This design comes from an exercise in tuning for small area, a short achievable clock period and few clock cycles per item on the open sky130 flow, not from production work. The RTL was checked by simulation tests, not by an equivalence proof against the original design. Power and IR drop assume default switching activity.

[flow/config.mk]
export PLATFORM = sky130hd
export DESIGN_NAME = euler3
export DESIGN_NICKNAME = euler3
export VERILOG_FILES = /design/flow/design.v
export SDC_FILE = /design/flow/constraint.sdc
export NUM_CORES = 8
export LEC_CHECK = 0
export ABC_CLOCK_PERIOD_IN_PS = 200000
export CAP_MARGIN = 20
export CORE_MARGIN = 2
export CORE_UTILIZATION = 40
export SLEW_MARGIN = 20
[flow/constraint.sdc]
create_clock -name core_clock -period 250.0 [get_ports {clk}]
set_input_delay 50.0000 -clock core_clock [delete_from_list [all_inputs] [get_ports {clk}]]
set_output_delay 50.0000 -clock core_clock [all_outputs]
set_load 0.01 [all_outputs]
[flow/design.v]
module euler3( input logic clk,
	       input logic 	  reset,
	       input logic 	  enable,
	       input logic [63:0] max_value,
	       output logic 	  results_valid,
	       output logic [63:0] results
	       );
   logic 			   results_valid_int;
   logic [63:0] 		   product;
   logic [63:0] 		   roots;
   logic [63:0] 		   y;
   logic [63:0] 		   x;
   assign results_valid = results_valid_int;
   assign results_valid_int = (product == max_value);
   assign results = roots;
   always @(posedge clk) begin
      if (reset == 1 || enable == 0) begin
	 roots <= 0;
	 product <= 1;
	 x <= 2;
	 y <= max_value;
      end else if (enable == 1 && results_valid_int == 0) begin
	 if (y % x == 0) begin
	    roots <= x;
	    product <= product * x;
	    y <= y / x;
	 end else begin
	   x <= x + 1;
	 end
      end else if (enable == 0) begin
      end
   end
endmodule 
[flow/run.sh]
#!/bin/bash
# synth_recipe.tcl (not shown) runs the flow's synth.tcl, then flattens the netlist and writes it again
# the make line also repeats each setting of config.mk as NAME=value (left out here)
make -C /OpenROAD-flow-scripts/flow DESIGN_CONFIG=/design/flow/config.mk WORK_HOME=/design/flow/orfs CLKGATE_MAP_FILE= SYNTH_SCRIPT=/design/flow/synth_recipe.tcl finish
==> impl_metrics.env <==
export IMPL_gr_total_overflow=0
export IMPL_hp_class="register to register"
export IMPL_worstRegToRegCells=769
export IMPL_seq_power_uw=274
export IMPL_first_global_vias=203000
export IMPL_holdWs_ns=0.4729
export IMPL_dr_pass1_iters=9
export IMPL_cts_resized_gates=0
export IMPL_synthXorXnorAreaFrac=0.08116
export IMPL_cts_root_buf="clkbuf_16"
export IMPL_power_density_mw_per_mm2=13770
export IMPL_p_sw_w=1.758
export IMPL_grtUsageTotal=0.4083
export IMPL_n_fill_cell=50220
export IMPL_postCtsHoldBufs=0
export IMPL_grt_max_degree=123
export IMPL_worst_slew_pin_slew_ns=1.372
export IMPL_die_w_um=699.1
export IMPL_drcViolationCount=0
export IMPL_worst_slew_margin_rel=0.08130
export IMPL_worstSetupPathDepth=933
export IMPL_ir_drop_mv=7.217
export IMPL_pg_comb_w=2.82
export IMPL_yosysTopAreaCell="fa_1"
export IMPL_finalCriticalPeriod_ns=241.48
export IMPL_synth_simple_area_share=0.2324
export IMPL_hold_end="roots[14]$_SDFFE_PP0P_"
export IMPL_yosys_top_cells_count="nand2_1 (4081), ha_1 (2393), inv_1 (2268), nor2_1 (2204), a21oi_1 (2023)"
export IMPL_synthCells=26820
export IMPL_r2r_start="x[61]$_SDFFE_PP0P_"
export IMPL_intPower_w=1.064
export IMPL_critPathRequiredTime_ns=250.29
export IMPL_numPortBuffers=131
export IMPL_synth_compound_area_share=0.2321
export IMPL_leakage_nw=94.20
export IMPL_cts_setup_buffers=0
export IMPL_final_nets=30660
export IMPL_synth_top_family_by_area="adder cells"
export IMPL_critPathMaxFanout=59
export IMPL_antenna_left=0
export IMPL_synth_edf_count=64
export IMPL_dieArea_sq_mm=0.4887
export IMPL_fin_tns_setup_ns=0
export IMPL_avgSynthCellArea_sq_um=7.207
export IMPL_startpoint="x[61]$_SDFFE_PP0P_"
export IMPL_synth_yosys_seq_area_share=0.02983
export IMPL_rows=255
export IMPL_crit_arrival_ns=241.77
export IMPL_yosysMostFrequentCell="nand2_1"
export IMPL_worstHoldStart="roots[14]$_SDFFE_PP0P_"
export IMPL_htree_levels=2
export IMPL_async_reset_ff_frac=0
export IMPL_hold_viol=0
export IMPL_max_cap_violations=0
export IMPL_cts_buffers=40
export IMPL_multi_input_area_sq_mm=0.1751
export IMPL_switching_share=0.6230
export IMPL_cp_end_kind="register"
export IMPL_timing_rr_end="y[50]$_DFFE_PP_"
export IMPL_fmax_mhz=4.141
export IMPL_cp_buffers_inverters=77
export IMPL_wl_um=1037000
export IMPL_synthMuxAreaShare=0.01165
export IMPL_min_path_cells=2
export IMPL_r2r_slack_ns=8.52
export IMPL_power_group_top="combinational logic"
export IMPL_synth_ff_type="dfxtp_1"
export IMPL_clkTransAtPathRegs_ns=0.07
export IMPL_antenna_found_initial=83
export IMPL_seq_power_share=0
export IMPL_critPathTopFamily="compound AO/OA/AOI/OAI gates"
export IMPL_maxSlewViolCount=0
export IMPL_synth_fa_ha_area_frac=0.3447
export IMPL_fin_skew_ns=0.05433
export IMPL_drive_above_1_share=0.05092
export IMPL_synth_area_leaders="fa_1 (19%), ha_1 (15%), nand2_1 (7.9%)"
export IMPL_syn_area_sq_mm=0.1933
export IMPL_path_class="register to register"
export IMPL_setup_violations=0
export IMPL_endpoint="y[50]$_DFFE_PP_"
export IMPL_yosys_warnings=1
export IMPL_wire_per_inst_um=31.55
export IMPL_pg_clk_uw=64.7
export IMPL_finalCritPeriodShare=0.9659
export IMPL_p_comb_frac=1.000
export IMPL_gp_routability_congestion=1.127
export IMPL_cpMostUsedCell="a21oi_1"
export IMPL_netlist_cell_type_count=108
export IMPL_pwr_share_clk=0
export IMPL_rsz0062_at_grt="no"
export IMPL_core_sq_mm=0.4818
export IMPL_start_kind="register"
export IMPL_vias=212500
export IMPL_clkSinkCount=256
export IMPL_ys_ff_latch=256
export IMPL_grt_pass1_wl_um=1463000
export IMPL_ff_latch_area_sq_mm=0.005879
export IMPL_via_per_inst=6.466
export IMPL_insertion_delay_ns=0.70
export IMPL_die_y_um=699.1
export IMPL_synth_top_area_frac=0.1898
export IMPL_cts_tree="built"
export IMPL_drtIter0Drc=27540
export IMPL_initial_utilization=0.4012
export IMPL_dpl_hpwl_um=828900
export IMPL_outcome="finished clean"
export IMPL_io_pins=132
export IMPL_max_stage_delay_ns=1.09
export IMPL_critPathSlowestCell="nor4_1"
export IMPL_synth_nets=31110
export IMPL_area_growth_pct=6.066
export IMPL_cts_max_path_buffers=3
## cell usage in the layout (no fill, tap or decap), drive strengths merged, types with 276 or more instances in the layout
| cell | instances |
|---|---|
| nand3 | 672 |
| o21ai | 1480 |
| xor2 | 630 |
| and2 | 635 |
| o21a | 405 |
| xnor2 | 1161 |
| buf | 604 |
| nand2 | 4082 |
| a21oi | 2023 |
| nor2b | 331 |
| inv | 2263 |
| nand4 | 276 |
| nor2 | 2204 |
| ha | 2393 |
| nor3 | 502 |
| a21o | 901 |
| fa | 1832 |
| a31oi | 318 |
## sequential cells by signal (all words and copies together), names as in the netlist
| name | flops |
|---|---|
| product | 64 |
| roots | 64 |
| x | 64 |
| y | 64 |
## metrics by stage
stage | util | area [sq um] | setup WS, ns | total power, mW | std cells
after floorplan | - | 193300 | 49.19 | 3495 | 26820
after global placement | 0.4220 | 203300 | 13.52 | 2858 | 32730
after detailed placement | 0.4224 | 203500 | 19.35 | 2880 | 32750
after global routing | 0.4253 | 204900 | 0.7788 | 2953 | 32820
final | 0.4255 | 205000 | 8.521 | 2823 | 32860
after CTS | 0.4252 | 204900 | 18.50 | 2885 | 32820
## layout make-up
cell class	instances	area share
clock inverter	26	0.001257
tap	6425	0.03922
inverter	2269	0.04181
timing repair buffer	736	0.02910
multi-input combinational	23060	0.8541
sequential	256	0.02868
antenna	40	0.0004883
clock buffer	48	0.005329
## cells by family after synthesis
family	Yosys count
xor gates and xnor gates	1791
buffers and inverters	3500
AOI/OAI and AO/OA	6995
adders and majority gates	4225
and+or+nand+nor	9840
muxes	210
DFF	256
## routing by layer
metal  vias to the layer above  global-route usage  part of all wire
met3                      3532              0.1151              0.12
met1                    103000              0.5073              0.38
met2                     13950              0.6075              0.41
met4                        70              0.2884             0.086
li1                      91920                   -                 -
met5                         -            0.002157           0.00058
Testbench counts, summed over its fixed seeds: cycles 1,138,029, items 192.

[port drivers added, routing unchanged]
The flow's constraints put no driver on any port. The routed layout listed below was extracted and timed again, unchanged, in two steps.
Step 1 assumes that a clkbuf_16 drives the clock port and a buf_2 every other input.
Step 2, shift: input delay + t, output delay - t, t = (earliest + latest rising clock arrival at the registers) / 2. This alone moves slack from input paths to output paths.
a / b / c = ideal / step 1 / step 2; a / b = the first two.
t, ns: 0.784
setup WS [ns]: 8.521 / 8.521 / 8.521
hold WS [ns]: 0.473 / 0.473 / 0.473
After both steps this run still meets setup and hold. The setup slack of this run moves by 0.000 ns with the drivers and by 0.000 ns with both steps.
